Source: an optimization exercise on an open RTL-to-GDS flow (aim: small area, a short achievable clock period and few clock cycles per item). Production flows keep margins and buffers that such runs may drop.
RTL that was checked went through simulation tests only; none was proved equivalent to the original.
For run 7, only the layout was checked, not whether the RTL still works.
Power is estimated from default activity; no workload was simulated.

[design/flow/constraint.sdc]
create_clock -name core_clock -period 8.5 [get_ports {clock}]
set_input_delay 1.7000 -clock core_clock [delete_from_list [all_inputs] [get_ports {clock}]]
set_output_delay 1.7000 -clock core_clock [all_outputs]
set_load 0.01 [all_outputs]
[design/flow/config.mk]
export PLATFORM = sky130hd
export DESIGN_NAME = alu_design
export DESIGN_NICKNAME = alu_design
export VERILOG_FILES = /design/flow/design.v
export SDC_FILE = /design/flow/constraint.sdc
export NUM_CORES = 4
export LEC_CHECK = 0
export CAP_MARGIN = 20
export CORE_MARGIN = 2
export CORE_UTILIZATION = 40
export SETUP_SLACK_MARGIN = 3
export SLEW_MARGIN = 20
[design/flow/standard.sh]
#!/bin/bash
# synth_recipe.tcl (not shown) runs the flow's synth.tcl, then flattens the netlist and writes it again
# the make line also repeats each setting of config.mk as NAME=value (left out here)
make -C /OpenROAD-flow-scripts/flow DESIGN_CONFIG=/design/flow/config.mk WORK_HOME=/design/flow/orfs CLKGATE_MAP_FILE= SYNTH_SCRIPT=/design/flow/synth_recipe.tcl "${@:-finish}"
[design/flow/flow/run.sh]
#!/bin/bash
# The standard layout, with the port buffers made from the smallest
# buffer cell, and adders left to ABC instead of the full/half-adder cells.
set -euo pipefail
bash standard.sh BUFFER_PORTS_ARGS="-buffer_cell sky130_fd_sc_hd__buf_1" ADDER_MAP_FILE= finish > standard_flow.log 2>&1
[design/flow/design.v]
module alu_design(clock,reset,A,B,start_op,op_sel,result,end_op);
	localparam IN_WIDTH = 16;
	localparam OUT_WIDTH = 32;
	localparam OP_WIDTH = 3;
	input logic clock,reset;
	input logic [IN_WIDTH - 1 : 0] A;
	input logic [IN_WIDTH - 1 : 0] B;
	input logic start_op;
	input [OP_WIDTH - 1 : 0] op_sel;
	output logic [OUT_WIDTH - 1 : 0] result;
	output logic end_op;
	logic [2:0] cnt;           
	wire is_mul = op_sel[2] & ~op_sel[0];
	wire is_sub = ~op_sel[2] & op_sel[1] & ~op_sel[0];
	wire [15:0] src = (cnt == 3'd0) ? B : result[15:0];
	wire [1:0] dig = src[1:0];
	wire [15:0] hi = (cnt == 3'd0) ? 16'd0 : result[31:16];
	wire [15:0] x  = is_mul ? hi : (B ^ {16{is_sub}});
	wire [15:0] y  = A & {16{~is_mul | dig[0]}};
	wire [16:0] z  = ({A, 1'b0} & {17{is_mul & dig[1]}});
	wire [16:0] s  = {1'b0, x ^ y} ^ z;
	wire [16:0] c  = ({1'b0, x & y}) | ({1'b0, x ^ y} & z);
	wire [17:0] sum = 18'(s) + 18'({c, is_sub});
	logic [31:0] res_d;
	always_comb begin
		if (op_sel[2])
			res_d = op_sel[0] ? {16'd0, c[15:0]} : {sum, src[15:2]};
		else if (op_sel[1] & op_sel[0])
			res_d = {16'd0, s[15:0]};
		else if (op_sel[1])
			res_d = {{16{~sum[16]}}, sum[15:0]};
		else if (op_sel[0])
			res_d = {15'd0, sum[16:0]};
		else
			res_d = 32'd0;
	end
	always_ff @(posedge clock)
		result <= res_d;
	always_ff @(posedge clock or posedge reset)
	begin
		if (reset) begin
			end_op <= 1'b0;
			cnt    <= 3'd0;
		end
		else if (start_op) begin
			end_op <= ~is_mul | (cnt == 3'd7);
			cnt    <= (is_mul && cnt != 3'd7) ? cnt + 3'd1 : 3'd0;
		end
		else begin
			end_op <= 1'b0;
			cnt    <= 3'd0;
		end
	end
endmodule
==> impl_metrics.env, run 1 <==
export IMPL_status="timing/DRC/antenna clean"
export IMPL_reg2reg_setup_slack_ns=4.12
export IMPL_slew_violations=0
export IMPL_finalCritPeriodShare_pct=62.1
export IMPL_drive_above_1_share_pct=8.20
export IMPL_clk_pin_slew_ns=0.09
export IMPL_synth_top_area_share_pct=16.4
export IMPL_drc=0
export IMPL_syn_to_final_growth_pct=12.6
export IMPL_finalInstanceArea_um2=4390
export IMPL_dpl_hpwl_um=10400
export IMPL_antenna_found_initial=0
export IMPL_grt_use_met2_pct=46.8
export IMPL_fp_dieW_um=103
export IMPL_fmax_mhz=189
export IMPL_p_leak_uw=0.00166
export IMPL_grt_setup_unrepaired="true"
export IMPL_cp_data_arrival_time_ns=5.47
export IMPL_clockBufferDepth=2
export IMPL_pin_count=71
export IMPL_crit_path_max_fanout=32
export IMPL_synth_area_leader_cell="dfxtp_1"
export IMPL_ys_seq_elements=36
export IMPL_synth_nets=600
export IMPL_ir_drop_mv=0.0649
export IMPL_track_usage_pct=27.3
export IMPL_grt_max_degree=41
export IMPL_crit_type="input port to flip-flop"
export IMPL_yosysWarnings=1
export IMPL_initial_core_util_pct=40.5
export IMPL_synthArstFlopShare_pct=11.1
export IMPL_drt_pass1_iter_count=5
export IMPL_crit_top_cell="maj3_2"
export IMPL_hold_worst_slack_ns=0.617
export IMPL_path_cells="buf_6 > buf_8 > nor2b_2 > a221o_1 > a311oi_1 > xnor2_1 > a211oi_2 > o21ai_1 > a2111o_1 > a31o_2 > maj3_2 > maj3_2 > xor2_1 > o21bai_1 > nand3_1"
export IMPL_ys_flop_type="dfxtp_1"
export IMPL_syn_area_um2=3900
export IMPL_htreeDepth=2
export IMPL_critical_path_slowest_cell="a2111o_1"
export IMPL_synthTopCellsByArea="dfxtp_1 (16%), nand2_1 (9.9%), a21oi_1 (6.9%)"
export IMPL_die_area_um2=10600
export IMPL_slowest_delay_ns=0.49
export IMPL_finalPower_uw=722
export IMPL_use_met3_pct=3.12
export IMPL_fill_cells=1080
export IMPL_cts_buffers=5
export IMPL_clock_latency_ns=0.30
export IMPL_timing_slew_headroom_pct=45.8
export IMPL_worst_pin_slew_ns=0.806
export IMPL_cp_required_ns=8.69
export IMPL_synth_cell_types=69
export IMPL_setup_violations=0
export IMPL_final_nets=647
export IMPL_power_density_nw_per_um2=164
export IMPL_use_met1_pct=35.2
export IMPL_fin_crit_ns=5.28
export IMPL_rows=36
export IMPL_io_buffers=70
export IMPL_root_buffer="clkbuf_8"
export IMPL_place_area_um2=4200
export IMPL_critical_path_endpoint_type="flip-flop"
export IMPL_routabilityCongestion=0.988
export IMPL_min_path_type="flip-flop to flip-flop"
export IMPL_grt_pass1_wl_um=22200
export IMPL_first_global_vias=4236
export IMPL_path_delay_family="compound AO/OA/AOI/OAI gates"
export IMPL_cts_sinks=36
export IMPL_fin_tns_setup_ns=0
export IMPL_drv_cap=0
export IMPL_grt_ovfl_total=0
export IMPL_viasPerCell=6.02
export IMPL_cts_tree="yes"
export IMPL_die_h_um=103
export IMPL_netlist_instances=562
export IMPL_wl_per_cell_um=19.1
export IMPL_yosysSeqAreaShare_pct=19.0
export IMPL_avgSynthCellArea_um2=6.94
export IMPL_wl_um=14200
export IMPL_vias=4474
export IMPL_final_hold_viol_count=0
export IMPL_final_cell_mix="nand2_1 (102), buf_1 (67), a21oi_1 (54)"
export IMPL_worst_path_buf_inv=2
export IMPL_layout_commonest_cell="nand2_1"
export IMPL_clock_skew_ns=0.0137
export IMPL_fp_coreArea_um2=9640
export IMPL_antenna_left=0
export IMPL_n_antenna_cell=0
export IMPL_synth_edf_count=0
export IMPL_crit_path_start_kind="input port"
export IMPL_drtIter0Drc=447
export IMPL_grt_busiest_layer="met2"
## registers in the layout, summed over array words and instances, names as in the netlist
register / count
result: 32
end_op: 1
cnt: 3
## stage by stage
step | utilization (%) | worst slack [ns] | cells
2_1_floorplan | - | 3.52 | 562
4_1_cts | 44.9 | 3.00 | 740
3_3_place_gp | 43.6 | 2.36 | 732
5_1_grt | 45.6 | 3.00 | 743
3_5_place_dp | 43.6 | 2.28 | 732
6_report | 45.6 | 3.22 | 743
## area by class of cell
class                           count  area, um^2  share of cell area [%]
Tap cell                          133         166                    3.79
Sequential cell                    36         741                    16.9
Clock buffer                        5        68.8                    1.57
Multi-Input combinational cell    477        2970                    67.7
Clock inverter                      3        41.3                   0.940
Timing Repair Buffer               80         369                    8.40
Inverter                            9        33.8                   0.769
## power breakdown
group          switching, uW  internal, uW  total [uW]
Combinational            217           125         342
Sequential              24.8           197         222
Clock                   70.7          87.2         158
## Yosys cell counts (all sizes together) (7+ instances only)
library cell,n
xnor2,25
nand2,105
inv,8
nor3,7
mux2i,10
maj3,13
o21ai,49
xor2,26
buf,19
clkbuf,21
dfxtp,32
nor2,48
nand3,17
a31oi,10
a311o,9
a21oi,55
## repair_timing
| item | 4_1_cts | 5_1_grt |
|---|---|---|
| buffers inserted | 0 | 3 |
| resized for setup | 7 | 13 |
| hold buffers | 0 | 0 |
| setup endpoints to repair | 23 | 23 |
## metal layers
layer | vias up | routed length (um)
li1 | 2125 | -
met1 | 2105 | 5960
met2 | 206 | 6870
met3 | 38 | 896
met4 | 0 | 482
met5 | - | 0
## final timing paths
path,start,endpoint,depth (start not counted)
worst max register to register,cnt[0],result[10],13
max in group asynchronous,reset,cnt[2],2
worst max-delay path,op_sel[0],result[10],15
worst min register to register,result[5],result[3],4
min in group asynchronous,reset,end_op,2
worst min-delay path,result[5],result[3],4
## worst register-to-register path: cells and delay by family (launching register included)
family                   cells  cell delay (ns)
XOR/XNOR                     2             0.59
buffers and inverters        1             0.27
AND/OR/NAND/NOR              2             0.52
adder cells (fa/ha/maj)      2             0.65
AO/OA/AOI/OAI                6             1.70
flip-flops                   1             0.55
## cell families after synthesis
logic type / after synthesis / share of synthesized area, %
muxes: 10 / 2.57
adders and majority gates: 13 / 3.40
AOI/OAI and AO/OA: 194 / 32.9
and+or+nand+nor: 209 / 24.5
buffers and inverters: 49 / 5.64
DFF: 36 / 19.0
xor gates and xnor gates: 51 / 12.0
Testbench counts, summed over its fixed seeds: cycles 52,084, items 24,000.
==> inputs of run 2 (changes only) <==
==> design/flow/flow/run.sh (replaced) <==
#!/bin/bash
# The standard layout, with the port buffers made from the smallest
# buffer cell instead of the flow's default choice.
set -euo pipefail
bash standard.sh BUFFER_PORTS_ARGS="-buffer_cell sky130_fd_sc_hd__buf_1" finish > standard_flow.log 2>&1
--- a/design/flow/config.mk
+++ b/design/flow/config.mk
@@ -6,4 +6,5 @@
 export NUM_CORES = 4
 export LEC_CHECK = 0
+export ABC_AREA = 1
 export CAP_MARGIN = 20
 export CORE_MARGIN = 2
==> impl_metrics.env, run 2 <==
export IMPL_p_int_uw=384
export IMPL_root_buffer="clkbuf_8"
export IMPL_yosysSeqAreaShare_pct=20.6
export IMPL_clk_pin_slew_ns=0.08
export IMPL_vias=4068
export IMPL_synth_area_leader_cell="nand2_1"
export IMPL_final_cell_mix="nand2_1 (215), inv_1 (89), buf_1 (70)"
export IMPL_synthArstFlopShare_pct=11.1
export IMPL_rows=34
export IMPL_slew_violations=0
export IMPL_largest_register_ff_count=32
export IMPL_grt_max_degree=32
export IMPL_layout_commonest_cell="nand2_1"
export IMPL_place_area_um2=3900
export IMPL_reg_top3="result x32, cnt x3, end_op x1"
export IMPL_crit_path_start_kind="input port"
export IMPL_grt_pass1_wl_um=19500
export IMPL_fp_coreArea_um2=8720
export IMPL_initial_core_util_pct=41.2
export IMPL_slowest_delay_ns=0.50
export IMPL_p_leak_uw=0.00220
export IMPL_die_h_um=98.8
export IMPL_clock_latency_ns=0.29
export IMPL_fill_cells=976
export IMPL_clockBufferDepth=2
export IMPL_setup_violations=0
export IMPL_n_antenna_cell=0
export IMPL_routabilityCongestion=0.967
export IMPL_multi_input_area_um2=2420
export IMPL_grt_setup_unrepaired="false"
export IMPL_pin_count=71
export IMPL_synth_most_common_cell="nand2_1"
export IMPL_cp_data_arrival_time_ns=5.43
export IMPL_worst_path_buf_inv=4
export IMPL_crit_type="input port to flip-flop"
export IMPL_syn_area_um2=3590
export IMPL_dpl_hpwl_um=9780
export IMPL_grt_ovfl_total=0
export IMPL_yosysWarnings=1
export IMPL_wl_per_cell_um=16.4
export IMPL_critical_path_slowest_cell="fa_1"
export IMPL_post_cts_resized=0
export IMPL_synth_nets=662
export IMPL_synthTopCellsByArea="nand2_1 (22%), dfxtp_1 (18%), inv_1 (9.3%)"
export IMPL_ir_drop_mv=0.0616
export IMPL_status="timing/DRC/antenna clean"
export IMPL_synth_cell_types=40
export IMPL_drc=0
export IMPL_crit_top_cell="nand2_1"
export IMPL_viasPerCell=5.35
export IMPL_hold_worst_slack_ns=0.460
export IMPL_synth_top_area_share_pct=22.5
export IMPL_finalCritPeriodShare_pct=62.0
export IMPL_netlist_instances=587
export IMPL_cts_sinks=36
export IMPL_htreeDepth=2
export IMPL_clock_skew_ns=0.00708
export IMPL_drt_pass1_iter_count=5
export IMPL_fin_crit_ns=5.27
export IMPL_min_path_type="flip-flop to flip-flop"
export IMPL_clkPwrFrac_pct=18.5
export IMPL_die_area_um2=9750
export IMPL_worst_pin_slew_ns=0.963
export IMPL_synth_edf_count=0
export IMPL_antenna_left=0
export IMPL_register_area_um2=741
export IMPL_drtIter0Drc=308
export IMPL_ys_top_cells_by_count="nand2_1 (215), inv_1 (89), nor2_1 (45)"
export IMPL_p_sw_uw=323
export IMPL_cts_tree="yes"
export IMPL_first_global_vias=3637
export IMPL_p_sw_share_pct=45.7
export IMPL_track_usage_pct=25.6
export IMPL_io_buffers=70
export IMPL_drive_above_1_share_pct=4.59
export IMPL_cp_required_ns=8.66
export IMPL_antenna_found_initial=0
export IMPL_final_hold_viol_count=0
export IMPL_top_register="result"
export IMPL_path_cells="buf_1 > inv_2 > nor2_4 > nor2_1 > inv_1 > o211ai_1 > fa_1 > fa_1 > inv_1 > nand3_1 > nand3_2 > nand2_1 > nand2_1 > nand2_1 > nand3b_1 > nand2_2 > nand2_4 > o21ai_0"
export IMPL_power_density_nw_per_um2=175
export IMPL_timing_slew_headroom_pct=35.7
export IMPL_fin_tns_setup_ns=0
export IMPL_cts_buffers=5
export IMPL_combPwrFrac_pct=50.9
export IMPL_avgSynthCellArea_um2=6.12
export IMPL_ys_flop_type="dfxtp_1"
export IMPL_path_delay_family="simple AND/OR/NAND/NOR gates"
export IMPL_ctsHoldBuffers=0
export IMPL_share_seq_of_total_power_pct=30.6
export IMPL_critical_path_endpoint_type="flip-flop"
export IMPL_syn_to_final_growth_pct=12.5
export IMPL_fmax_mhz=190
export IMPL_crit_path_max_fanout=19
export IMPL_wl_um=12500
export IMPL_drv_cap=0
export IMPL_fp_dieW_um=98.8
export IMPL_ys_seq_elements=36
export IMPL_final_nets=727
export IMPL_finalInstanceArea_um2=4040
## run 2: changes by cell type after synthesis, moves of 10 or more
cell	delta
a21oi_1	-22
clkbuf_1	-15
nand2_1	+112
o21ai_0	-22
ha_1	+21
nand3_1	+15
xnor2_1	-23
inv_1	+81
maj3_1	-11
mux2i_1	-10
xor2_1	-21
fa_1	+16
## run 2: worst paths after layout
check,from,endpoint,slack (ns),cells after the start
max,op_sel[2],result[17],3.23,18
min in group asynchronous,reset,end_op,1.26,2
max reg2reg,cnt[0],result[17],3.96,23
min reg2reg,cnt[0],cnt[0],0.46,1
max in group asynchronous,reset,cnt[0],7.09,2
min,cnt[0],cnt[0],0.46,1
## run 2: cell type report
class	instances	share of cell area, %
repair buffers	75	7.43
clock inverters	1	0.186
well taps	108	3.34
flip-flops and latches	36	18.3
multi-input cells	442	60.0
clock buffers	7	2.14
inverters	92	8.55
## run 2: power by group through the flow
stage	Sequential (uW)	Clock [uW]	Combinational, uW
2_1_floorplan	231	0	229
3_3_place_gp	219	0	351
3_5_place_dp	220	0	350
4_1_cts	216	131	353
5_1_grt	220	139	402
6_report	216	131	360
## run 2: metrics by stage
step,setup slack [ns],power [uW],util [%],cells
6_report,3.23,707,46.3,761
2_1_floorplan,4.00,460,-,587
3_3_place_gp,2.44,570,44.8,747
3_5_place_dp,2.34,570,44.8,747
4_1_cts,3.02,699,45.9,756
5_1_grt,3.04,761,46.3,761
## run 2: cell families after synthesis
kind of cell | Yosys count | share of synthesized area [%]
xor+xnor | 4 | 0.975
flops | 36 | 20.6
fa+ha+maj | 37 | 16.2
simple gates | 320 | 37.1
compound gates | 79 | 12.8
buf+inv | 111 | 12.2
## run 2: layer usage
metal / wire (um) / vias to the layer above / global-route usage (%)
met4: 311 / 0 / 7.06
li1: - / 1971 / -
met5: 0 / - / 0
met2: 5460 / 195 / 38.8
met3: 943 / 22 / 2.41
met1: 5800 / 1880 / 38.9
## run 2: timing repair
action	4_1_cts	5_1_grt
pin swaps	1	3
setup endpoints to repair	28	28
setup buffers	0	4
cloned	1	1
==> inputs of run 3 (changes only) <==
--- a/design/flow/config.mk
+++ b/design/flow/config.mk
@@ -6,8 +6,7 @@
 export NUM_CORES = 4
 export LEC_CHECK = 0
-export ABC_AREA = 1
 export CAP_MARGIN = 20
 export CORE_MARGIN = 2
-export CORE_UTILIZATION = 40
+export CORE_UTILIZATION = 75
 export SETUP_SLACK_MARGIN = 3
 export SLEW_MARGIN = 20
==> impl_metrics.env, run 3 <==
export IMPL_final_nets=567
export IMPL_top_layer="met4"
export IMPL_layout_commonest_cell="buf_1"
export IMPL_drive_above_1_share_pct=6.69
export IMPL_antenna_left=0
export IMPL_wl_um=9730
export IMPL_grt_ovfl_total=0
export IMPL_reg_top3="result x32, cnt x3, end_op x1"
export IMPL_fp_dieW_um=71.5
export IMPL_r2r_cells=17
export IMPL_met1_length_um=3740
export IMPL_synth_most_common_cell="a21oi_1"
export IMPL_synth_edf_count=0
export IMPL_dpl_hpwl_um=6810
export IMPL_synth_nets=513
export IMPL_critical_path_slowest_cell="fa_1"
export IMPL_rr_endpoint="result[27]"
export IMPL_fill_cells=282
export IMPL_track_usage_pct=38.8
export IMPL_first_global_vias=3431
export IMPL_multi_input_area_um2=2450
export IMPL_final_cells=545
export IMPL_cts_tree="yes"
export IMPL_wl_met2_um=4780
export IMPL_grt_setup_unrepaired="false"
export IMPL_rows=24
export IMPL_yosysWarnings=1
export IMPL_synth_cell_types=49
export IMPL_drtIter0Drc=408
export IMPL_clk_pin_slew_ns=0.08
export IMPL_synth_top_area_share_pct=18.7
export IMPL_root_buffer="clkbuf_8"
export IMPL_status="timing/DRC/antenna clean"
export IMPL_final_hold_viol_count=0
export IMPL_vias=3537
export IMPL_clock_latency_ns=0.30
export IMPL_final_cell_mix="buf_1 (68), a21oi_1 (54), nand2_1 (43)"
export IMPL_ir_drop_mv=0.127
export IMPL_die_area_um2=5120
export IMPL_ys_flop_type="dfxtp_1"
export IMPL_fin_crit_ns=5.41
export IMPL_rr_startpoint="cnt[0]"
export IMPL_pin_count=71
export IMPL_path_cells="buf_2 > nor2b_2 > and2_2 > a22oi_1 > fa_1 > inv_1 > ha_1 > o211a_1 > o31ai_4 > a31oi_1 > o31a_1 > o32ai_2 > or3_4 > o21ai_0"
export IMPL_clockBufferDepth=2
export IMPL_ctsHoldBuffers=0
export IMPL_timing_slew_headroom_pct=38.4
export IMPL_crit_start="op_sel[2]"
export IMPL_setup_ws_ns=3.09
export IMPL_initial_core_util_pct=78.1
export IMPL_syn_area_um2=3420
export IMPL_power_density_nw_per_um2=179
export IMPL_largest_register_ff_count=32
export IMPL_drc=0
export IMPL_crit_path_start_kind="input port"
export IMPL_worst_pin_slew_ns=0.917
export IMPL_critical_path_endpoint_type="flip-flop"
export IMPL_fmax_mhz=185
export IMPL_htreeDepth=2
export IMPL_placedCellCount=537
export IMPL_finalCritPeriodShare_pct=63.6
export IMPL_finalInstanceArea_um2=3780
export IMPL_reg2reg_setup_slack_ns=3.98
export IMPL_cp_data_arrival_time_ns=5.57
export IMPL_cts_setup_buffers=0
export IMPL_min_path_type="flip-flop to flip-flop"
export IMPL_cts_buffers=5
export IMPL_register_area_um2=741
export IMPL_cp_required_ns=8.66
export IMPL_cts_sinks=36
export IMPL_pre_cts_ws_ns=2.55
export IMPL_synthArstFlopShare_pct=11.1
export IMPL_netlist_instances=438
export IMPL_grt_max_degree=33
export IMPL_holdPathStages=2
export IMPL_hp_start="cnt[0]"
export IMPL_clock_skew_ns=0.00473
export IMPL_ys_top_cells_by_count="a21oi_1 (54), nand2_1 (44), o21ai_0 (35)"
export IMPL_routabilityCongestion=0.902
export IMPL_top_register="result"
export IMPL_die_h_um=71.5
export IMPL_slowest_delay_ns=0.58
export IMPL_fin_tns_setup_ns=0
export IMPL_antenna_found_initial=0
export IMPL_fp_coreArea_um2=4380
export IMPL_drt_pass1_iter_count=5
export IMPL_viasPerCell=6.49
export IMPL_io_buffers=70
export IMPL_place_area_um2=3660
export IMPL_crit_path_max_fanout=22
export IMPL_n_antenna_cell=0
export IMPL_p_leak_uw=0.00163
export IMPL_grt_pass1_wl_um=15800
export IMPL_min_to="cnt[0]"
export IMPL_drv_cap=0
export IMPL_synthTopCellsByArea="dfxtp_1 (19%), fa_1 (9.4%), a21oi_1 (7.9%)"
export IMPL_ys_seq_elements=36
export IMPL_yosysSeqAreaShare_pct=21.6
export IMPL_crit_type="input port to flip-flop"
export IMPL_wl_per_cell_um=17.8
export IMPL_syn_to_final_growth_pct=10.5
export IMPL_met3_length_um=973
export IMPL_synth_area_leader_cell="dfxtp_1"
export IMPL_setup_violations=0
export IMPL_avgSynthCellArea_um2=7.81
export IMPL_slew_violations=0
## run 3: cell types whose count changed in the layout (fill, tap and decap cells not counted), sizes merged, moves of 20 or more
cell / delta
nand2: -176
nor2: -20
a21oi: +22
nand3: -31
inv: -61
## run 3: worst max path at each step
stage | endpoint | slack [ns] | depth (start not counted)
after floorplan | result[16] | 3.15 | 17
after global placement | result[27] | 2.72 | 14
after detailed placement | result[27] | 2.55 | 14
after CTS | result[27] | 3.07 | 14
after global routing | result[19] | 3.01 | 14
final | result[27] | 3.09 | 14
## run 3: kinds of logic (layout without fill, tap and decap cells)
| family | after synthesis | count (layout) | share of synthesized area [%] |
|---|---|---|---|
| flip-flops | 36 | 36 | 21.6 |
| multiplexers | 22 | 22 | 6.69 |
| buffers and inverters | 59 | 114 | 7.20 |
| adder cells (fa/ha/maj) | 37 | 37 | 17.0 |
| AND/OR/NAND/NOR | 130 | 130 | 18.6 |
| XOR/XNOR | 22 | 22 | 5.63 |
| AO/OA/AOI/OAI | 132 | 132 | 23.2 |
## run 3: cell type report
type	count	area share, %
inverter	31	3.08
timing repair buffer	75	8.11
clock buffer	8	2.65
sequential	36	19.6
tap	52	1.72
multi-input combinational	343	64.8
## run 3: timing repair
action	4_1_cts	5_1_grt
pin swaps	0	0
resized for setup	3	6
endpoints found under the setup margin	16	21
## run 3: report_power, final
| group | leakage (uW) | total [uW] | switching (uW) | internal, uW |
|---|---|---|---|---|
| Sequential | 0.000321 | 215 | 16.1 | 199 |
| Combinational | 0.00126 | 322 | 196 | 126 |
| Clock | 0.0000515 | 140 | 65.9 | 74.1 |
## run 3: stage by stage
step	utilization [%]	total power (uW)	hold slack (ns)
2_1_floorplan	-	447	0.543
3_3_place_gp	83.5	517	0.566
3_5_place_dp	83.5	527	0.584
4_1_cts	85.9	667	0.596
5_1_grt	86.2	713	0.626
6_report	86.2	677	0.593
## run 3: critical path, delay by kind of cell
kind	cells	cell delay (ns)
AO/OA/AOI/OAI	7	1.48
adder cells (fa/ha/maj)	2	0.95
buffers and inverters	2	0.40
AND/OR/NAND/NOR	3	1.03
## run 3: layer usage
metal | GRT usage [%] | up-vias
met4 | 14.0 | 0
met2 | 67.3 | 256
met3 | 5.63 | 34
li1 | - | 1615
met5 | 0 | -
met1 | 49.3 | 1632
==> inputs of run 4 (changes only) <==
--- a/design/flow/config.mk
+++ b/design/flow/config.mk
@@ -8,5 +8,5 @@
 export CAP_MARGIN = 20
 export CORE_MARGIN = 2
-export CORE_UTILIZATION = 75
+export CORE_UTILIZATION = 60
 export SETUP_SLACK_MARGIN = 3
 export SLEW_MARGIN = 20
==> impl_metrics.env, run 4 <==
export IMPL_cts_tree="yes"
export IMPL_avgSynthCellArea_um2=7.81
export IMPL_vias=3385
export IMPL_final_nets=571
export IMPL_layout_commonest_cell="buf_1"
export IMPL_netlist_instances=438
export IMPL_path_cells="clkbuf_4 > buf_6 > or2b_4 > mux2_2 > o21ai_0 > fa_1 > fa_1 > nor2b_4 > o31ai_4 > and2_1 > o21ai_0 > a31oi_1 > xor2_1 > o221ai_1"
export IMPL_clk_pin_slew_ns=0.08
export IMPL_track_usage_pct=31.1
export IMPL_hold_worst_slack_ns=0.592
export IMPL_pre_cts_ws_ns=2.47
export IMPL_first_global_vias=3212
export IMPL_ys_top_cells_by_count="a21oi_1 (54), nand2_1 (44), o21ai_0 (35)"
export IMPL_critical_path_endpoint_type="flip-flop"
export IMPL_min_path_type="flip-flop to flip-flop"
export IMPL_rr_startpoint="cnt[0]"
export IMPL_cts_buffers=5
export IMPL_drc=0
export IMPL_synth_nets=513
export IMPL_timing_slew_headroom_pct=47.1
export IMPL_crit_type="input port to flip-flop"
export IMPL_finalCritPeriodShare_pct=62.4
export IMPL_die_area_um2=6320
export IMPL_cp_data_arrival_time_ns=5.46
export IMPL_ys_seq_elements=36
export IMPL_grt_max_degree=34
export IMPL_drv_cap=0
export IMPL_slew_violations=0
export IMPL_fmax_mhz=188
export IMPL_wl_um=9620
export IMPL_drt_pass1_iter_count=4
export IMPL_status="timing/DRC/antenna clean"
export IMPL_antenna_found_initial=0
export IMPL_synth_top_area_share_pct=18.7
export IMPL_ir_drop_mv=0.126
export IMPL_p_int_uw=392
export IMPL_routabilityCongestion=0.894
export IMPL_synth_most_common_cell="a21oi_1"
export IMPL_fin_tns_setup_ns=0
export IMPL_crit_path_start_kind="input port"
export IMPL_p_sw_uw=276
export IMPL_clock_latency_ns=0.29
export IMPL_clock_skew_ns=0.00696
export IMPL_rows=27
export IMPL_utilization_pct=69.8
export IMPL_n_antenna_cell=0
export IMPL_grt_ovfl_total=0
export IMPL_syn_area_um2=3420
export IMPL_drive_above_1_share_pct=8.05
export IMPL_antenna_left=0
export IMPL_io_buffers=70
export IMPL_initial_core_util_pct=62.1
export IMPL_grt_setup_unrepaired="false"
export IMPL_pin_count=71
export IMPL_ys_flop_type="dfxtp_1"
export IMPL_grt_pass1_wl_um=15400
export IMPL_synthArstFlopShare_pct=11.1
export IMPL_clkPwrFrac_pct=19.7
export IMPL_synth_cell_types=49
export IMPL_dpl_hpwl_um=7070
export IMPL_reg2reg_setup_slack_ns=3.91
export IMPL_holdPathStages=2
export IMPL_yosysWarnings=1
export IMPL_cp_required_ns=8.65
export IMPL_fp_coreArea_um2=5510
export IMPL_fp_dieW_um=79.5
export IMPL_rr_endpoint="result[26]"
export IMPL_critical_path_slowest_cell="fa_1"
export IMPL_root_buffer="clkbuf_8"
export IMPL_setup_violations=0
export IMPL_fin_crit_ns=5.31
export IMPL_drtIter0Drc=255
export IMPL_wl_per_cell_um=16.9
export IMPL_finalInstanceArea_um2=3840
export IMPL_reg_top3="result x32, cnt x3, end_op x1"
export IMPL_r2r_cells=15
export IMPL_power_density_nw_per_um2=174
export IMPL_cts_sinks=36
export IMPL_clockBufferDepth=2
export IMPL_htreeDepth=2
export IMPL_largest_register_ff_count=32
export IMPL_crit_path_max_fanout=27
export IMPL_place_area_um2=3690
export IMPL_slowest_delay_ns=0.51
export IMPL_hp_start="cnt[0]"
export IMPL_top_register="result"
export IMPL_ctsHoldBuffers=0
export IMPL_die_h_um=79.5
export IMPL_final_cell_mix="buf_1 (68), a21oi_1 (54), nand2_1 (43)"
export IMPL_synth_edf_count=0
export IMPL_syn_to_final_growth_pct=12.4
export IMPL_synth_area_leader_cell="dfxtp_1"
export IMPL_p_leak_uw=0.00165
export IMPL_synthTopCellsByArea="dfxtp_1 (19%), fa_1 (9.4%), a21oi_1 (7.9%)"
export IMPL_min_to="cnt[0]"
export IMPL_share_seq_of_total_power_pct=32.4
export IMPL_viasPerCell=5.95
export IMPL_p_sw_share_pct=41.3
export IMPL_yosysSeqAreaShare_pct=21.6
export IMPL_final_hold_viol_count=0
export IMPL_setup_ws_ns=3.19
export IMPL_worst_pin_slew_ns=0.788
export IMPL_combPwrFrac_pct=47.9
## run 4: cell counts after synthesis
No cell type changed its count.
## run 4: worst max-delay path, delay by kind of cell
family	cells	cell delay, ns
xor+xnor	1	0.28
mux	1	0.29
compound gates	5	0.93
buf+inv	2	0.49
fa+ha+maj	2	1.02
simple gates	3	0.72
## run 4: cell type report
cell class                      instances  area (um^2)
Clock inverter                          2         10.0
Fill cell                             501         1660
Inverter                               31          116
Multi-Input combinational cell        343         2460
Clock buffer                            6         82.6
Sequential cell                        36          741
Tap cell                               72         90.1
Timing Repair Buffer                   79          343
## run 4: cell families after synthesis
| logic type | synth area share [%] |
|---|---|
| AO/OA/AOI/OAI | 23.2 |
| AND/OR/NAND/NOR | 18.6 |
| buffers and inverters | 7.20 |
| adder cells (fa/ha/maj) | 17.0 |
| flip-flops | 21.6 |
| XOR/XNOR | 5.63 |
| multiplexers | 6.69 |
## run 4: metrics by stage
| step | power, uW | std cells |
|---|---|---|
| after global routing | 712 | 569 |
| after global placement | 523 | 557 |
| after floorplan | 447 | 438 |
| final | 668 | 569 |
| after detailed placement | 529 | 557 |
| after CTS | 660 | 565 |
## run 4: metal layers
layer  part of all wire (%)  track usage, %  vias up
met5                      0               0        -
met4                   0.87            8.28        0
met3                    6.1            3.28       10
met2                     48            52.6      137
met1                     45            42.1     1617
li1                       -               -     1621
## run 4: how the worst max path moves through the flow
stage                    from    endpoint  slack (ns)  cells past startpoint
floorplan           op_sel[1]  result[16]        3.15                     17
detailed placement  op_sel[0]  result[29]        2.47                     14
CTS                 op_sel[0]  result[26]        3.11                     14
global route        op_sel[0]  result[22]        3.03                     14
global placement    op_sel[0]  result[27]        2.46                     14
finish              op_sel[0]  result[10]        3.19                     14
## run 4: power by group through the flow
stage / Sequential, uW / Clock [uW] / Combinational, uW
after detailed placement: 220 / 0 / 309
after floorplan: 231 / 0 / 216
after global routing: 219 / 138 / 355
after CTS: 216 / 131 / 313
final: 217 / 131 / 320
after global placement: 218 / 0 / 305
## run 4: timing repair
action | CTS | global route
endpoints found under the hold margin | 0 | 0
resized for setup | 6 | 4
buffers inserted | 0 | 4
setup endpoints to repair | 21 | 17
==> inputs of run 5 (changes only) <==
--- a/design/flow/config.mk
+++ b/design/flow/config.mk
@@ -8,5 +8,5 @@
 export CAP_MARGIN = 20
 export CORE_MARGIN = 2
-export CORE_UTILIZATION = 60
+export CORE_UTILIZATION = 40
 export SETUP_SLACK_MARGIN = 3
 export SLEW_MARGIN = 20
==> impl_metrics.env, run 5 <==
export IMPL_crit_type="input port to flip-flop"
export IMPL_antenna_left=0
export IMPL_yosysWarnings=1
export IMPL_synthArstFlopShare_pct=11.1
export IMPL_cp_required_ns=8.65
export IMPL_n_antenna_cell=0
export IMPL_synth_area_leader_cell="dfxtp_1"
export IMPL_first_global_vias=3262
export IMPL_final_cell_mix="buf_1 (68), a21oi_1 (54), nand2_1 (43)"
export IMPL_die_h_um=96.5
export IMPL_status="timing/DRC/antenna clean"
export IMPL_drc=0
export IMPL_fmax_mhz=189
export IMPL_vias=3312
export IMPL_pin_count=71
export IMPL_drv_cap=0
export IMPL_cts_buffers=5
export IMPL_crit_start="op_sel[0]"
export IMPL_die_area_um2=9310
export IMPL_slew_violations=0
export IMPL_grt_pass1_wl_um=15900
export IMPL_finalCritPeriodShare_pct=62.1
export IMPL_synth_nets=513
export IMPL_io_buffers=70
export IMPL_layout_commonest_cell="buf_1"
export IMPL_crit_path_start_kind="input port"
export IMPL_clock_latency_ns=0.29
export IMPL_netlist_instances=438
export IMPL_drive_above_1_share_pct=6.90
export IMPL_fin_tns_setup_ns=0
export IMPL_reg2reg_setup_slack_ns=4.09
export IMPL_synthTopCellsByArea="dfxtp_1 (19%), fa_1 (9.4%), a21oi_1 (7.9%)"
export IMPL_rr_endpoint="result[27]"
export IMPL_cts_tree="yes"
export IMPL_reg_top3="result x32, cnt x3, end_op x1"
export IMPL_critical_path_slowest_cell="fa_1"
export IMPL_synth_top_area_share_pct=18.7
export IMPL_cp_data_arrival_time_ns=5.43
export IMPL_dpl_hpwl_um=7150
export IMPL_setup_violations=0
export IMPL_drt_pass1_iter_count=5
export IMPL_finalPower_uw=663
export IMPL_synth_edf_count=0
export IMPL_r2r_cells=16
export IMPL_clockBufferDepth=2
export IMPL_critical_path_endpoint_type="flip-flop"
export IMPL_largest_register_ff_count=32
export IMPL_ir_drop_mv=0.0785
export IMPL_endpoint="result[27]"
export IMPL_antenna_found_initial=0
export IMPL_grt_max_degree=34
export IMPL_initial_core_util_pct=41.4
export IMPL_routabilityCongestion=0.912
export IMPL_clk_pin_slew_ns=0.08
export IMPL_ys_flop_type="dfxtp_1"
export IMPL_clock_skew_ns=0.00586
export IMPL_synth_cell_types=49
export IMPL_yosysSeqAreaShare_pct=21.6
export IMPL_wl_per_cell_um=16.5
export IMPL_viasPerCell=5.54
export IMPL_grt_setup_unrepaired="false"
export IMPL_avgSynthCellArea_um2=7.81
export IMPL_top_register="result"
export IMPL_path_cells="clkbuf_4 > nand2b_1 > buf_4 > a21oi_1 > a21oi_1 > o21ai_0 > fa_1 > inv_1 > ha_1 > o211a_1 > o31ai_4 > a31oi_2 > o31a_1 > o32ai_2 > or3_4 > o21ai_0"
export IMPL_final_nets=567
export IMPL_p_leak_uw=0.00163
export IMPL_syn_area_um2=3420
export IMPL_ys_top_cells_by_count="a21oi_1 (54), nand2_1 (44), o21ai_0 (35)"
export IMPL_min_path_type="flip-flop to flip-flop"
export IMPL_worst_pin_slew_ns=0.801
export IMPL_cts_sinks=36
export IMPL_htreeDepth=2
export IMPL_final_hold_viol_count=0
export IMPL_fp_dieW_um=96.5
export IMPL_ctsHoldBuffers=0
export IMPL_slowest_delay_ns=0.58
export IMPL_rows=33
export IMPL_hold_worst_slack_ns=0.590
export IMPL_track_usage_pct=22.0
export IMPL_drtIter0Drc=123
export IMPL_crit_path_max_fanout=30
export IMPL_fp_coreArea_um2=8260
export IMPL_power_density_nw_per_um2=172
export IMPL_ys_seq_elements=36
export IMPL_root_buffer="clkbuf_8"
export IMPL_synth_most_common_cell="a21oi_1"
export IMPL_fin_crit_ns=5.28
export IMPL_syn_to_final_growth_pct=12.4
export IMPL_wl_um=9870
export IMPL_grt_ovfl_total=0
export IMPL_timing_slew_headroom_pct=46.2
export IMPL_rr_startpoint="cnt[0]"
run 5: cell count changes in the layout (fill, tap and decap cells not counted):
cell / delta
buf_4: -2
buf_6: -2
clkbuf_1: +2
clkinv_2: -2
run 5: final cells by class:
type | instances | area [um^2]
inverters | 31 | 116
repair buffers | 75 | 305
multi-input cells | 343 | 2460
flip-flops and latches | 36 | 741
well taps | 105 | 131
fillers | 837 | 4410
clock buffers | 8 | 90.1
run 5: through the flow:
| step | area, um^2 | utilization (%) | worst slack (ns) | cells |
|---|---|---|---|---|
| 2_1_floorplan | 3420 | - | 3.15 | 438 |
| 3_3_place_gp | 3730 | 45.1 | 2.47 | 590 |
| 3_5_place_dp | 3730 | 45.1 | 2.41 | 590 |
| 4_1_cts | 3820 | 46.2 | 3.02 | 598 |
| 5_1_grt | 3850 | 46.6 | 2.99 | 598 |
| 6_report | 3850 | 46.6 | 3.22 | 598 |
run 5: cells by family after synthesis:
logic type	Yosys count	synth area share, %
multiplexers	22	6.69
flip-flops	36	21.6
AO/OA/AOI/OAI	132	23.2
XOR/XNOR	22	5.63
buffers and inverters	59	7.20
adder cells (fa/ha/maj)	37	17.0
AND/OR/NAND/NOR	130	18.6
run 5: critical path, delay by kind of cell:
family / cells / cell delay (ns)
compound gates: 9 / 1.49
fa+ha+maj: 2 / 0.96
buf+inv: 3 / 0.72
simple gates: 2 / 0.55
run 5: per-layer routing:
metal | global-route usage (%) | part of all wire (%)
met2 | 36.1 | 47
met1 | 29.1 | 45
met5 | 0 | 0
met4 | 9.15 | 2.9
met3 | 2.79 | 4.8
run 5: worst min-delay path by stage:
stage	from	end	slack (ns)	cells past startpoint
6_report	cnt[0]	cnt[0]	0.59	2
3_3_place_gp	cnt[0]	cnt[0]	0.56	2
3_5_place_dp	cnt[0]	cnt[0]	0.58	2
5_1_grt	cnt[0]	cnt[0]	0.61	2
2_1_floorplan	cnt[0]	cnt[0]	0.54	2
4_1_cts	cnt[0]	cnt[0]	0.59	2
run 5: power by group:
group	switching [uW]	internal [uW]	leakage, uW	total, uW
clock	65.6	66.3	0.0000455	132
combinational	190	126	0.00126	316
sequential	16.2	199	0.000321	216
total	272	391	0.00163	663
run 5: what timing repair did:
action                     CTS  global route
setup endpoints to repair   19            23
pin swaps                    0             0
buffers inserted             0             0
gates resized for setup      1             9
==> inputs of run 6 (changes only) <==
--- a/design/flow/config.mk
+++ b/design/flow/config.mk
@@ -9,4 +9,4 @@
 export CORE_MARGIN = 2
 export CORE_UTILIZATION = 40
-export SETUP_SLACK_MARGIN = 3
+export SETUP_SLACK_MARGIN = 3.5
 export SLEW_MARGIN = 20
==> impl_metrics.env, run 6 <==
export IMPL_status="timing/DRC/antenna clean"
export IMPL_fin_crit_ns=4.90
export IMPL_yosysWarnings=1
export IMPL_cp_required_ns=8.70
export IMPL_cts_tree="yes"
export IMPL_antenna_left=0
export IMPL_drtIter0Drc=191
export IMPL_slowest_delay_ns=0.51
export IMPL_crit_path_max_fanout=8
export IMPL_cts_buffers=5
export IMPL_syn_area_um2=3420
export IMPL_drive_above_1_share_pct=11.4
export IMPL_viasPerCell=5.60
export IMPL_rows=33
export IMPL_die_h_um=96.5
export IMPL_hold_worst_slack_ns=0.572
export IMPL_p_leak_uw=0.00170
export IMPL_wl_um=10500
export IMPL_fp_coreArea_um2=8260
export IMPL_setup_violations=0
export IMPL_synth_most_common_cell="a21oi_1"
export IMPL_power_density_nw_per_um2=166
export IMPL_io_buffers=70
export IMPL_p_int_uw=396
export IMPL_crit_type="input port to flip-flop"
export IMPL_grt_max_degree=34
export IMPL_die_area_um2=9310
export IMPL_drt_pass1_iter_count=4
export IMPL_min_path_type="flip-flop to flip-flop"
export IMPL_p_sw_share_pct=41.5
export IMPL_timing_slew_headroom_pct=38.6
export IMPL_path_cells="buf_1 > buf_6 > or2b_4 > mux2_2 > o21ai_1 > fa_1 > fa_1 > nor2b_4 > o31ai_4 > a31oi_4 > o31a_1 > o32ai_4 > or3_4 > o21ai_0"
export IMPL_netlist_instances=438
export IMPL_syn_to_final_growth_pct=18.9
export IMPL_worst_pin_slew_ns=0.915
export IMPL_hp_start="cnt[0]"
export IMPL_dpl_hpwl_um=7350
export IMPL_first_global_vias=3437
export IMPL_cp_data_arrival_time_ns=5.11
export IMPL_clkPwrFrac_pct=17.2
export IMPL_p_sw_uw=281
export IMPL_worst_path_buf_inv=2
export IMPL_synth_area_leader_cell="dfxtp_1"
export IMPL_multi_input_area_um2=2610
export IMPL_setup_ws_ns=3.60
export IMPL_routabilityCongestion=0.856
export IMPL_wl_per_cell_um=17.3
export IMPL_fin_tns_setup_ns=0
export IMPL_ys_flop_type="dfxtp_1"
export IMPL_critical_path_endpoint_type="flip-flop"
export IMPL_avgSynthCellArea_um2=7.81
export IMPL_crit_top_cell="fa_1"
export IMPL_synth_cell_types=49
export IMPL_pin_count=71
export IMPL_clock_skew_ns=0.00423
export IMPL_track_usage_pct=23.6
export IMPL_pre_cts_ws_ns=2.37
export IMPL_path_delay_family="simple AND/OR/NAND/NOR gates"
export IMPL_crit_start="op_sel[1]"
export IMPL_share_seq_of_total_power_pct=31.9
export IMPL_vias=3393
export IMPL_drv_cap=0
export IMPL_synthArstFlopShare_pct=11.1
export IMPL_fmax_mhz=204
export IMPL_synth_top_area_share_pct=18.7
export IMPL_root_buffer="clkbuf_8"
export IMPL_ctsHoldBuffers=0
export IMPL_ir_drop_mv=0.0765
export IMPL_top_register="result"
export IMPL_final_hold_viol_count=0
export IMPL_cts_sinks=36
export IMPL_fill_cells=840
export IMPL_crit_path_start_kind="input port"
export IMPL_synthTopCellsByArea="dfxtp_1 (19%), fa_1 (9.4%), a21oi_1 (7.9%)"
export IMPL_rr_startpoint="cnt[0]"
export IMPL_n_antenna_cell=0
export IMPL_final_cell_mix="buf_1 (68), a21oi_1 (52), nand2_1 (43)"
export IMPL_grt_pass1_wl_um=16900
export IMPL_clockBufferDepth=2
export IMPL_ys_seq_elements=36
export IMPL_initial_core_util_pct=41.4
export IMPL_register_area_um2=741
export IMPL_grt_ovfl_total=0
export IMPL_fp_dieW_um=96.5
export IMPL_yosysSeqAreaShare_pct=21.6
export IMPL_layout_commonest_cell="buf_1"
export IMPL_critical_path_slowest_cell="fa_1"
export IMPL_clock_latency_ns=0.29
export IMPL_finalCritPeriodShare_pct=57.7
export IMPL_largest_register_ff_count=32
export IMPL_clk_pin_slew_ns=0.07
export IMPL_drc=0
export IMPL_combPwrFrac_pct=50.9
export IMPL_synth_nets=513
export IMPL_reg_top3="result x32, cnt x3, end_op x1"
export IMPL_slew_violations=0
export IMPL_grt_setup_unrepaired="false"
export IMPL_synth_edf_count=0
export IMPL_htreeDepth=2
export IMPL_ys_top_cells_by_count="a21oi_1 (54), nand2_1 (44), o21ai_0 (35)"
export IMPL_final_nets=577
export IMPL_antenna_found_initial=0
run 6: final timing paths:
kind	end	slack, ns	depth (start not counted)
setup / recovery	result[26]	3.60	14
hold / removal	cnt[0]	0.57	2
setup reg to reg	result[26]	4.01	16
hold reg to reg	cnt[0]	0.57	2
max in group asynchronous	cnt[0]	7.09	2
min in group asynchronous	end_op	1.25	2
run 6: power groups by stage:
| stage | sequential, uW | clock, uW | combinational [uW] |
|---|---|---|---|
| after floorplan | 231 | 0 | 225 |
| after detailed placement | 220 | 0 | 315 |
| after global routing | 220 | 129 | 384 |
| after CTS | 216 | 120 | 325 |
| after global placement | 219 | 0 | 316 |
| final | 216 | 116 | 345 |
run 6: cell families after synthesis:
| family | Yosys count | share of synthesized area, % |
|---|---|---|
| multiplexers | 22 | 6.69 |
| adder cells (fa/ha/maj) | 37 | 17.0 |
| XOR/XNOR | 22 | 5.63 |
| AND/OR/NAND/NOR | 130 | 18.6 |
| AO/OA/AOI/OAI | 132 | 23.2 |
| buffers and inverters | 59 | 7.20 |
| flip-flops | 36 | 21.6 |
run 6: per-stage QoR:
step / utilization [%] / power [uW] / instances / cell area (um^2)
floorplan: - / 456 / 438 / 3540
global placement: 45.8 / 535 / 590 / 3780
detailed placement: 45.8 / 535 / 590 / 3780
CTS: 48.1 / 662 / 604 / 3970
global route: 49.3 / 733 / 606 / 4070
finish: 49.3 / 677 / 606 / 4070
run 6: layout make-up:
| class | count | share of cell area (%) |
|---|---|---|
| clock buffer | 6 | 1.78 |
| sequential | 36 | 18.2 |
| timing repair buffer | 83 | 9.84 |
| tap | 105 | 3.23 |
| inverter | 31 | 2.86 |
| multi-input combinational | 345 | 64.1 |
run 6: tightest hold or removal path, cell delays in order, from the launching register on:
cell and delay [ns]:
dfrtp_1 0.35, inv_1 0.05, and3_1 0.13
run 6: routing by layer:
metal / global-route usage [%] / share of wire, % / wire length, um
met5: 0 / 0 / 0
met4: 9.62 / 2.3 / 244
met3: 5.20 / 6.5 / 686
met2: 39.2 / 47 / 4910
met1: 29.6 / 44 / 4650
run 6: timing repair:
item                                    in CTS  in global routing
pin swaps                                    1                  4
resized for setup                           17                 23
endpoints found under the setup margin      29                 21
gates cloned                                 2                  0
buffers inserted                             6                  2
==> inputs of run 7 (changes only) <==
--- a/design/flow/design.v
+++ b/design/flow/design.v
@@ -16,7 +16,7 @@
 	wire [1:0] dig = src[1:0];
 	wire [15:0] hi = (cnt == 3'd0) ? 16'd0 : result[31:16];
-	wire [15:0] x  = is_mul ? hi : (B ^ {16{is_sub}});
-	wire [15:0] y  = A & {16{~is_mul | dig[0]}};
-	wire [16:0] z  = ({A, 1'b0} & {17{is_mul & dig[1]}});
+	wire [15:0] x  = op_sel[2] ? hi : (B ^ {16{op_sel[1] & ~op_sel[0]}});
+	wire [15:0] y  = A & {16{~op_sel[2] | dig[0]}};
+	wire [16:0] z  = ({A, 1'b0} & {17{op_sel[2] & dig[1]}});
 	wire [16:0] s  = {1'b0, x ^ y} ^ z;
 	wire [16:0] c  = ({1'b0, x & y}) | ({1'b0, x ^ y} & z);
@@ -25,5 +25,5 @@
 	always_comb begin
 		if (op_sel[2])
-			res_d = op_sel[0] ? {16'd0, c[15:0]} : {sum, src[15:2]};
+			res_d = op_sel[0] ? {16'd0, A & B} : {sum, src[15:2]};
 		else if (op_sel[1] & op_sel[0])
 			res_d = {16'd0, s[15:0]};
--- a/design/flow/config.mk
+++ b/design/flow/config.mk
@@ -9,4 +9,4 @@
 export CORE_MARGIN = 2
 export CORE_UTILIZATION = 40
-export SETUP_SLACK_MARGIN = 3.5
+export SETUP_SLACK_MARGIN = 3
 export SLEW_MARGIN = 20
==> impl_metrics.env, run 7 <==
export IMPL_wl_per_cell_um=17.2
export IMPL_netlist_instances=462
export IMPL_grt_pass1_wl_um=17400
export IMPL_cts_tree="yes"
export IMPL_syn_area_um2=3570
export IMPL_clk_pin_slew_ns=0.08
export IMPL_crit_type="input port to flip-flop"
export IMPL_fp_dieW_um=98.4
export IMPL_synth_edf_count=0
export IMPL_endpoint="result[26]"
export IMPL_ir_drop_mv=0.0696
export IMPL_ctsHoldBuffers=0
export IMPL_final_nets=594
export IMPL_cts_sinks=36
export IMPL_drt_pass1_iter_count=5
export IMPL_first_global_vias=3452
export IMPL_n_antenna_cell=0
export IMPL_pin_count=71
export IMPL_grt_ovfl_total=0
export IMPL_p_leak_uw=0.00170
export IMPL_slew_violations=0
export IMPL_clock_latency_ns=0.30
export IMPL_io_buffers=70
export IMPL_rows=34
export IMPL_synthTopCellsByArea="dfxtp_1 (18%), fa_1 (9.0%), ha_1 (7.4%)"
export IMPL_clock_skew_ns=0.00847
export IMPL_syn_to_final_growth_pct=13.4
export IMPL_drv_cap=0
export IMPL_critical_path_endpoint_type="flip-flop"
export IMPL_final_cell_mix="buf_1 (67), nand2_1 (42), inv_1 (35)"
export IMPL_top_register="result"
export IMPL_setup_ws_ns=3.37
export IMPL_yosysSeqAreaShare_pct=20.8
export IMPL_fin_crit_ns=5.13
export IMPL_cp_required_ns=8.64
export IMPL_status="timing/DRC/antenna clean"
export IMPL_synth_area_leader_cell="dfxtp_1"
export IMPL_final_hold_viol_count=0
export IMPL_ys_seq_elements=36
export IMPL_drive_above_1_share_pct=7.12
export IMPL_finalCritPeriodShare_pct=60.3
export IMPL_die_area_um2=9690
export IMPL_pre_cts_ws_ns=2.37
export IMPL_wl_um=10800
export IMPL_cp_data_arrival_time_ns=5.27
export IMPL_drc=0
export IMPL_synth_most_common_cell="nand2_1"
export IMPL_track_usage_pct=22.1
export IMPL_synth_top_area_share_pct=18.0
export IMPL_antenna_left=0
export IMPL_yosysWarnings=1
export IMPL_rr_endpoint="result[13]"
export IMPL_viasPerCell=5.75
export IMPL_grt_max_degree=70
export IMPL_avgSynthCellArea_um2=7.72
export IMPL_dpl_hpwl_um=7780
export IMPL_reg_top3="result x32, cnt x3, end_op x1"
export IMPL_ys_top_cells_by_count="nand2_1 (43), inv_1 (35), nor2_1 (33)"
export IMPL_synth_cell_types=57
export IMPL_power_density_nw_per_um2=173
export IMPL_setup_violations=0
export IMPL_fmax_mhz=195
export IMPL_clockBufferDepth=2
export IMPL_timing_slew_headroom_pct=42.6
export IMPL_reg2reg_setup_slack_ns=3.94
export IMPL_layout_commonest_cell="buf_1"
export IMPL_grt_setup_unrepaired="false"
export IMPL_ys_flop_type="dfxtp_1"
export IMPL_initial_core_util_pct=41.1
export IMPL_largest_register_ff_count=32
export IMPL_rr_startpoint="cnt[0]"
export IMPL_min_path_type="flip-flop to flip-flop"
export IMPL_fill_cells=909
export IMPL_crit_path_start_kind="input port"
export IMPL_worst_pin_slew_ns=0.861
export IMPL_htreeDepth=2
export IMPL_r2r_cells=15
export IMPL_fin_tns_setup_ns=0
export IMPL_crit_path_max_fanout=48
export IMPL_fp_coreArea_um2=8680
export IMPL_synthArstFlopShare_pct=11.1
export IMPL_drtIter0Drc=198
export IMPL_vias=3614
export IMPL_antenna_found_initial=0
export IMPL_cts_buffers=5
export IMPL_die_h_um=98.4
export IMPL_crit_start="op_sel[0]"
export IMPL_holdPathStages=2
export IMPL_synth_nets=537
export IMPL_root_buffer="clkbuf_8"
export IMPL_routabilityCongestion=0.889
run 7: area by class of cell:
type	count	area (um^2)	share of cell area (%)
Multi-Input combinational cell	360	2570	63.5
Sequential cell	36	741	18.3
Clock buffer	8	100	2.47
Timing Repair Buffer	81	368	9.09
Inverter	35	131	3.25
Tap cell	108	135	3.34
run 7: where the power goes:
| part | switching, uW | internal, uW |
|---|---|---|
| logic | 208 | 136 |
| clock network | 69.6 | 74.2 |
| registers | 15.0 | 197 |
| total | 293 | 406 |
run 7: through the flow:
stage               std cells  instance area, um^2  utilization [%]  hold WS (ns)  total power [uW]
floorplan                 462                 3570                -         0.543               453
CTS                       620                 3970             45.7         0.589               687
global route              628                 4050             46.6         0.614               747
global placement          612                 3850             44.4         0.565               537
finish                    628                 4050             46.6         0.584               699
detailed placement        612                 3860             44.4         0.579               540
run 7: worst min path at each step:
stage / start / end
final: cnt[0] / cnt[0]
after global routing: cnt[0] / cnt[0]
after CTS: cnt[0] / cnt[0]
after detailed placement: cnt[0] / cnt[0]
after global placement: cnt[0] / cnt[0]
after floorplan: cnt[0] / cnt[0]
run 7: repair_timing:
item | in CTS | in global routing
pin swaps | 0 | 1
endpoints found under the setup margin | 27 | 18
resized for setup | 4 | 1
buffers inserted | 0 | 7
run 7: logic make-up (layout without fill, tap and decap cells):
kind of cell	Yosys count	after routing	share of synthesized area, %
adder cells (fa/ha/maj)	37	37	16.4
XOR/XNOR	28	28	7.40
AND/OR/NAND/NOR	150	150	20.2
flip-flops	36	36	20.8
buffers and inverters	66	124	7.51
AO/OA/AOI/OAI	127	127	22.6
multiplexers	18	18	5.09
run 7: critical path, stage by stage:
cell and delay (ns):
clkbuf_4 0.35, nor2b_4 0.29, buf_4 0.27, xnor2_1 0.14, nor2_1 0.05, a31oi_1 0.22, fa_1 0.48, fa_1 0.48
nand2b_1 0.18, a21oi_1 0.29, o21a_1 0.24, a31oi_1 0.11, xor2_1 0.31, o22ai_1 0.12
run 7: per-layer routing:
layer | up-vias | GRT usage, % | routed length [um]
li1 | 1741 | - | -
met1 | 1723 | 29.5 | 4820
met2 | 128 | 36.7 | 5170
met3 | 22 | 3.26 | 623
met4 | 0 | 7.38 | 217
met5 | - | 0 | 0
==> inputs of run 8 (changes only) <==
--- a/design/flow/design.v
+++ b/design/flow/design.v
@@ -16,7 +16,7 @@
 	wire [1:0] dig = src[1:0];
 	wire [15:0] hi = (cnt == 3'd0) ? 16'd0 : result[31:16];
-	wire [15:0] x  = op_sel[2] ? hi : (B ^ {16{op_sel[1] & ~op_sel[0]}});
+	wire [15:0] x  = hi;
 	wire [15:0] y  = A & {16{~op_sel[2] | dig[0]}};
-	wire [16:0] z  = ({A, 1'b0} & {17{op_sel[2] & dig[1]}});
+	wire [16:0] z  = op_sel[2] ? {A & {16{dig[1]}}, 1'b0} : {1'b0, B ^ {16{op_sel[1] & ~op_sel[0]}}};
 	wire [16:0] s  = {1'b0, x ^ y} ^ z;
 	wire [16:0] c  = ({1'b0, x & y}) | ({1'b0, x ^ y} & z);
==> impl_metrics.env, run 8 <==
export IMPL_status="timing/DRC/antenna clean"
export IMPL_cts_tree="yes"
export IMPL_routabilityCongestion=0.914
export IMPL_vias=3205
export IMPL_critical_path_endpoint_type="flip-flop"
export IMPL_die_area_um2=9290
export IMPL_synthTopCellsByArea="dfxtp_1 (19%), fa_1 (10%), ha_1 (7.3%)"
export IMPL_fin_crit_ns=5.26
export IMPL_io_buffers=70
export IMPL_pin_count=71
export IMPL_rr_endpoint="result[16]"
export IMPL_fill_cells=832
export IMPL_clk_pin_slew_ns=0.08
export IMPL_setup_violations=0
export IMPL_final_hold_viol_count=0
export IMPL_avgSynthCellArea_um2=8.13
export IMPL_yosysWarnings=1
export IMPL_synth_area_leader_cell="dfxtp_1"
export IMPL_n_antenna_cell=0
export IMPL_cts_sinks=36
export IMPL_syn_to_final_growth_pct=12.4
export IMPL_path_cells="clkbuf_4 > nand2b_1 > xnor2_1 > nand2b_1 > fa_1 > inv_1 > ha_1 > fa_1 > a211oi_2 > o211a_1 > a2bb2oi_2 > o21bai_4 > mux2i_4 > o221ai_1"
export IMPL_rows=33
export IMPL_root_buffer="clkbuf_8"
export IMPL_final_cell_mix="buf_1 (67), o21ai_0 (41), a21oi_1 (39)"
export IMPL_ys_seq_elements=36
export IMPL_rr_startpoint="cnt[0]"
export IMPL_synth_nets=495
export IMPL_dpl_hpwl_um=7140
export IMPL_ys_flop_type="dfxtp_1"
export IMPL_top_register="result"
export IMPL_min_to="cnt[0]"
export IMPL_register_area_um2=741
export IMPL_power_density_nw_per_um2=169
export IMPL_track_usage_pct=21.9
export IMPL_timing_slew_headroom_pct=49.7
export IMPL_drv_cap=0
export IMPL_die_h_um=96.4
export IMPL_slowest_delay_ns=0.48
export IMPL_grt_setup_unrepaired="false"
export IMPL_cts_buffers=5
export IMPL_crit_start="op_sel[0]"
export IMPL_wl_per_cell_um=16.8
export IMPL_synth_most_common_cell="o21ai_0"
export IMPL_drt_pass1_iter_count=4
export IMPL_reg_top3="result x32, cnt x3, end_op x1"
export IMPL_grt_ovfl_total=0
export IMPL_ys_top_cells_by_count="o21ai_0 (41), a21oi_1 (39), nand2_1 (39)"
export IMPL_synth_edf_count=0
export IMPL_synth_top_area_share_pct=18.8
export IMPL_finalCritPeriodShare_pct=61.9
export IMPL_r2r_cells=17
export IMPL_pre_cts_ws_ns=2.42
export IMPL_clockBufferDepth=2
export IMPL_cp_required_ns=8.65
export IMPL_htreeDepth=2
export IMPL_worst_pin_slew_ns=0.754
export IMPL_drtIter0Drc=180
export IMPL_drc=0
export IMPL_fin_tns_setup_ns=0
export IMPL_grt_pass1_wl_um=15700
export IMPL_ir_drop_mv=0.0552
export IMPL_grt_max_degree=58
export IMPL_utilization_pct=46.5
export IMPL_fmax_mhz=190
export IMPL_clock_latency_ns=0.30
export IMPL_yosysSeqAreaShare_pct=21.7
export IMPL_initial_core_util_pct=41.4
export IMPL_ctsHoldBuffers=0
export IMPL_drive_above_1_share_pct=6.92
export IMPL_synthArstFlopShare_pct=11.1
export IMPL_critical_path_slowest_cell="fa_1"
export IMPL_synth_cell_types=52
export IMPL_slew_violations=0
export IMPL_holdPathStages=2
export IMPL_antenna_left=0
export IMPL_crit_path_start_kind="input port"
export IMPL_min_path_type="flip-flop to flip-flop"
export IMPL_fp_dieW_um=96.4
export IMPL_antenna_found_initial=0
export IMPL_fp_coreArea_um2=8260
export IMPL_netlist_instances=420
export IMPL_final_nets=551
export IMPL_crit_type="input port to flip-flop"
export IMPL_setup_ws_ns=3.24
export IMPL_path_delay_family="adder cells"
export IMPL_clock_skew_ns=0.00230
export IMPL_reg2reg_setup_slack_ns=4.00
export IMPL_multi_input_area_um2=2470
export IMPL_largest_register_ff_count=32
export IMPL_crit_path_max_fanout=43
export IMPL_p_leak_uw=0.00160
export IMPL_wl_um=9770
export IMPL_layout_commonest_cell="buf_1"
export IMPL_viasPerCell=5.51
export IMPL_syn_area_um2=3420
export IMPL_first_global_vias=3169
export IMPL_hp_start="cnt[0]"
export IMPL_cp_data_arrival_time_ns=5.41
export IMPL_worst_path_buf_inv=2
[run 8: changes by cell type after synthesis, sizes merged, moves of 12 or more]
| cell | previous run | this run |
|---|---|---|
| nand3 | 25 | 11 |
| a21oi | 25 | 39 |
| inv | 35 | 23 |
| o22ai | 17 | 4 |
| o21ai | 29 | 42 |
| a31oi | 23 | 6 |
[run 8: layout make-up]
cell class                      instances  share of cell area, %
Clock buffer                            6                   2.15
Inverter                               23                   2.25
Sequential cell                        36                   19.3
Multi-Input combinational cell        335                   64.2
Clock inverter                          2                  0.261
Timing Repair Buffer                   75                   8.41
Tap cell                              105                   3.42
[run 8: metrics by stage]
stage / power, uW / cells / hold slack (ns) / area (um^2)
final: 650 / 582 / 0.590 / 3840
after global routing: 701 / 582 / 0.646 / 3840
after CTS: 655 / 582 / 0.594 / 3830
after detailed placement: 515 / 573 / 0.577 / 3710
after global placement: 515 / 573 / 0.567 / 3710
after floorplan: 434 / 420 / 0.543 / 3420
[run 8: routing by layer]
metal  GRT usage [%]  vias to the layer above  part of all wire [%]
met5               0                        -                     0
met4            6.10                        0                   1.4
met3            3.18                       10                   5.3
met2            35.4                       80                    47
met1            30.5                     1535                    46
li1                -                     1580                     -
[run 8: logic make-up (layout without fill, tap and decap cells)]
family	after synthesis	count (layout)	share of synthesized area (%)
AND/OR/NAND/NOR	118	118	16.7
XOR/XNOR	32	32	8.21
adder cells (fa/ha/maj)	37	37	17.3
AO/OA/AOI/OAI	131	131	24.4
buffers and inverters	49	106	6.41
flip-flops	36	36	21.7
multiplexers	17	17	5.35
[run 8: repair_timing]
action,CTS,global route
gates resized for setup,3,2
endpoints found under the setup margin,19,16
setup buffers,1,0
[run 8: how the worst max path moves through the flow]
stage	endpoint	slack, ns	cells after the start
5_1_grt	result[28]	3.04	14
3_3_place_gp	result[16]	2.59	15
6_report	result[16]	3.24	14
3_5_place_dp	result[16]	2.42	15
2_1_floorplan	result[26]	3.61	14
4_1_cts	result[16]	3.19	12
[run 8: worst reg2reg max path: stages, from the launching register on]
cell and delay [ns]:
dfrtp_1 0.36, inv_1 0.06, ha_1 0.19, nand2b_1 0.11, buf_4 0.41, mux2i_1 0.24, nor2b_1 0.06, buf_4 0.20
nand2_1 0.09, o21ai_0 0.10, fa_1 0.52, fa_1 0.52, a211oi_2 0.29, o211a_1 0.22, a2bb2oi_2 0.22, o21bai_4 0.10
mux2i_4 0.48, o221ai_1 0.22
[run 8: power by group]
group	switching, uW	internal [uW]	leakage (uW)
sequential	17.0	197	0.000321
combinational	182	119	0.00123
clock	69.5	64.9	0.0000510
Testbench counts of run 8, summed over its fixed seeds: cycles 52,084, items 24,000.
==> inputs of run 9 (changes only) <==
--- a/design/flow/config.mk
+++ b/design/flow/config.mk
@@ -9,4 +9,4 @@
 export CORE_MARGIN = 2
 export CORE_UTILIZATION = 40
-export SETUP_SLACK_MARGIN = 3
+export SETUP_SLACK_MARGIN = 4
 export SLEW_MARGIN = 20
==> impl_metrics.env, run 9 <==
export IMPL_status="timing/DRC/antenna clean"
export IMPL_reg_top3="result x32, cnt x3, end_op x1"
export IMPL_timing_slew_headroom_pct=39.3
export IMPL_syn_to_final_growth_pct=34.0
export IMPL_critical_path_slowest_cell="fa_2"
export IMPL_drc=0
export IMPL_n_antenna_cell=0
export IMPL_avgSynthCellArea_um2=8.13
export IMPL_final_cell_mix="buf_1 (65), nand2_1 (38), a21oi_1 (36)"
export IMPL_reg2reg_setup_slack_ns=4.29
export IMPL_fp_coreArea_um2=8260
export IMPL_final_nets=581
export IMPL_ir_drop_mv=0.0981
export IMPL_slew_violations=0
export IMPL_grt_use_met2_pct=41.3
export IMPL_yosysSeqAreaShare_pct=21.7
export IMPL_clock_skew_ns=0.0158
export IMPL_synthArstFlopShare_pct=11.1
export IMPL_synth_top_area_share_pct=18.8
export IMPL_clk_pin_slew_ns=0.09
export IMPL_pin_count=71
export IMPL_initial_core_util_pct=41.4
export IMPL_ys_seq_elements=36
export IMPL_grt_max_degree=33
export IMPL_root_buffer="clkbuf_8"
export IMPL_viasPerCell=5.62
export IMPL_layout_commonest_cell="buf_1"
export IMPL_syn_area_um2=3420
export IMPL_synth_nets=495
export IMPL_synth_area_leader_cell="dfxtp_1"
export IMPL_path_delay_family="compound AO/OA/AOI/OAI gates"
export IMPL_top_register="result"
export IMPL_synth_edf_count=0
export IMPL_min_to="cnt[0]"
export IMPL_use_met1_pct=33.8
export IMPL_rr_endpoint="result[13]"
export IMPL_slowest_delay_ns=0.61
export IMPL_antenna_found_initial=0
export IMPL_crit_type="input port to flip-flop"
export IMPL_drtIter0Drc=220
export IMPL_die_area_um2=9290
export IMPL_utilization_pct=55.4
export IMPL_largest_register_ff_count=32
export IMPL_r2r_cells=16
export IMPL_path_cells="clkbuf_16 > buf_12 > nor2b_4 > buf_6 > xnor2_2 > o21ai_2 > fa_2 > ha_4 > a211oi_4 > o211ai_1 > a221oi_2 > buf_4 > buf_4 > xor2_4 > a21oi_1"
export IMPL_worst_path_buf_inv=5
export IMPL_cp_required_ns=8.69
export IMPL_use_met3_pct=3.10
export IMPL_track_usage_pct=24.9
export IMPL_wl_per_cell_um=18.7
export IMPL_clock_latency_ns=0.32
export IMPL_fp_dieW_um=96.4
export IMPL_ctsHoldBuffers=0
export IMPL_setup_violations=0
export IMPL_io_buffers=70
export IMPL_fill_cells=775
export IMPL_grt_ovfl_total=0
export IMPL_grt_pass1_wl_um=17300
export IMPL_ys_top_cells_by_count="o21ai_0 (41), a21oi_1 (39), nand2_1 (39)"
export IMPL_netlist_instances=420
export IMPL_crit_path_max_fanout=5
export IMPL_rows=33
export IMPL_ys_flop_type="dfxtp_1"
export IMPL_cts_buffers=5
export IMPL_first_global_vias=3388
export IMPL_routabilityCongestion=0.862
export IMPL_drv_cap=0
export IMPL_clockBufferDepth=2
export IMPL_cp_data_arrival_time_ns=4.74
export IMPL_fmax_mhz=220
export IMPL_cts_tree="yes"
run 9: repair_timing:
item / 4_1_cts / 5_1_grt
gates resized for setup: 67 / 30
gates cloned: 5 / 0
pin swaps: 10 / 18
buffers inserted: 18 / 7
setup endpoints to repair: 31 / 24
run 9: worst min-delay path, delay by kind of cell (launching register included):
family | cells | cell delay [ns]
and+or+nand+nor | 1 | 0.15
buffers and inverters | 1 | 0.07
DFF | 1 | 0.36
run 9: cell type report:
| class | instances | area, um^2 | share of cell area [%] |
|---|---|---|---|
| multi-input combinational | 335 | 2810 | 61.3 |
| sequential | 36 | 741 | 16.2 |
| clock buffer | 8 | 100 | 2.19 |
| tap | 105 | 131 | 2.87 |
| timing repair buffer | 105 | 712 | 15.6 |
| inverter | 23 | 86.3 | 1.89 |
run 9: worst max-delay path by stage:
stage / slack, ns / depth (start not counted) / end / start
2_1_floorplan: 3.92 / 14 / result[26] / op_sel[1]
3_3_place_gp: 2.74 / 15 / result[16] / op_sel[1]
3_5_place_dp: 2.56 / 15 / result[16] / op_sel[1]
4_1_cts: 3.94 / 15 / result[26] / op_sel[0]
5_1_grt: 3.81 / 18 / result[13] / op_sel[0]
6_report: 3.95 / 15 / result[13] / op_sel[0]
run 9: per-layer routing:
layer / up-vias / part of all wire [%]
li1: 1641 / -
met1: 1639 / 42
met2: 142 / 48
met3: 18 / 8.0
met4: 0 / 1.9
met5: - / 0
run 9: kinds of logic after synthesis:
logic type | count (synthesis) | synth area share (%)
adders and majority gates | 37 | 17.3
buffers and inverters | 49 | 6.41
xor gates and xnor gates | 32 | 8.21
muxes | 17 | 5.35
and+or+nand+nor | 118 | 16.7
DFF | 36 | 21.7
AOI/OAI and AO/OA | 131 | 24.4
run 9: per-stage QoR:
step	instance area, um^2	hold slack, ns	setup WS (ns)	total power [uW]	instances
6_report	4580	0.603	3.95	761	612
5_1_grt	4580	0.656	3.81	806	612
4_1_cts	4360	0.592	3.94	714	605
3_5_place_dp	3730	0.578	2.56	516	574
3_3_place_gp	3730	0.561	2.74	514	574
2_1_floorplan	3460	0.543	3.92	437	420
run 9: power by group:
part | internal, uW | total [uW] | switching (uW)
clock network | 74.1 | 144 | 69.6
registers | 197 | 213 | 15.3
logic | 181 | 404 | 223
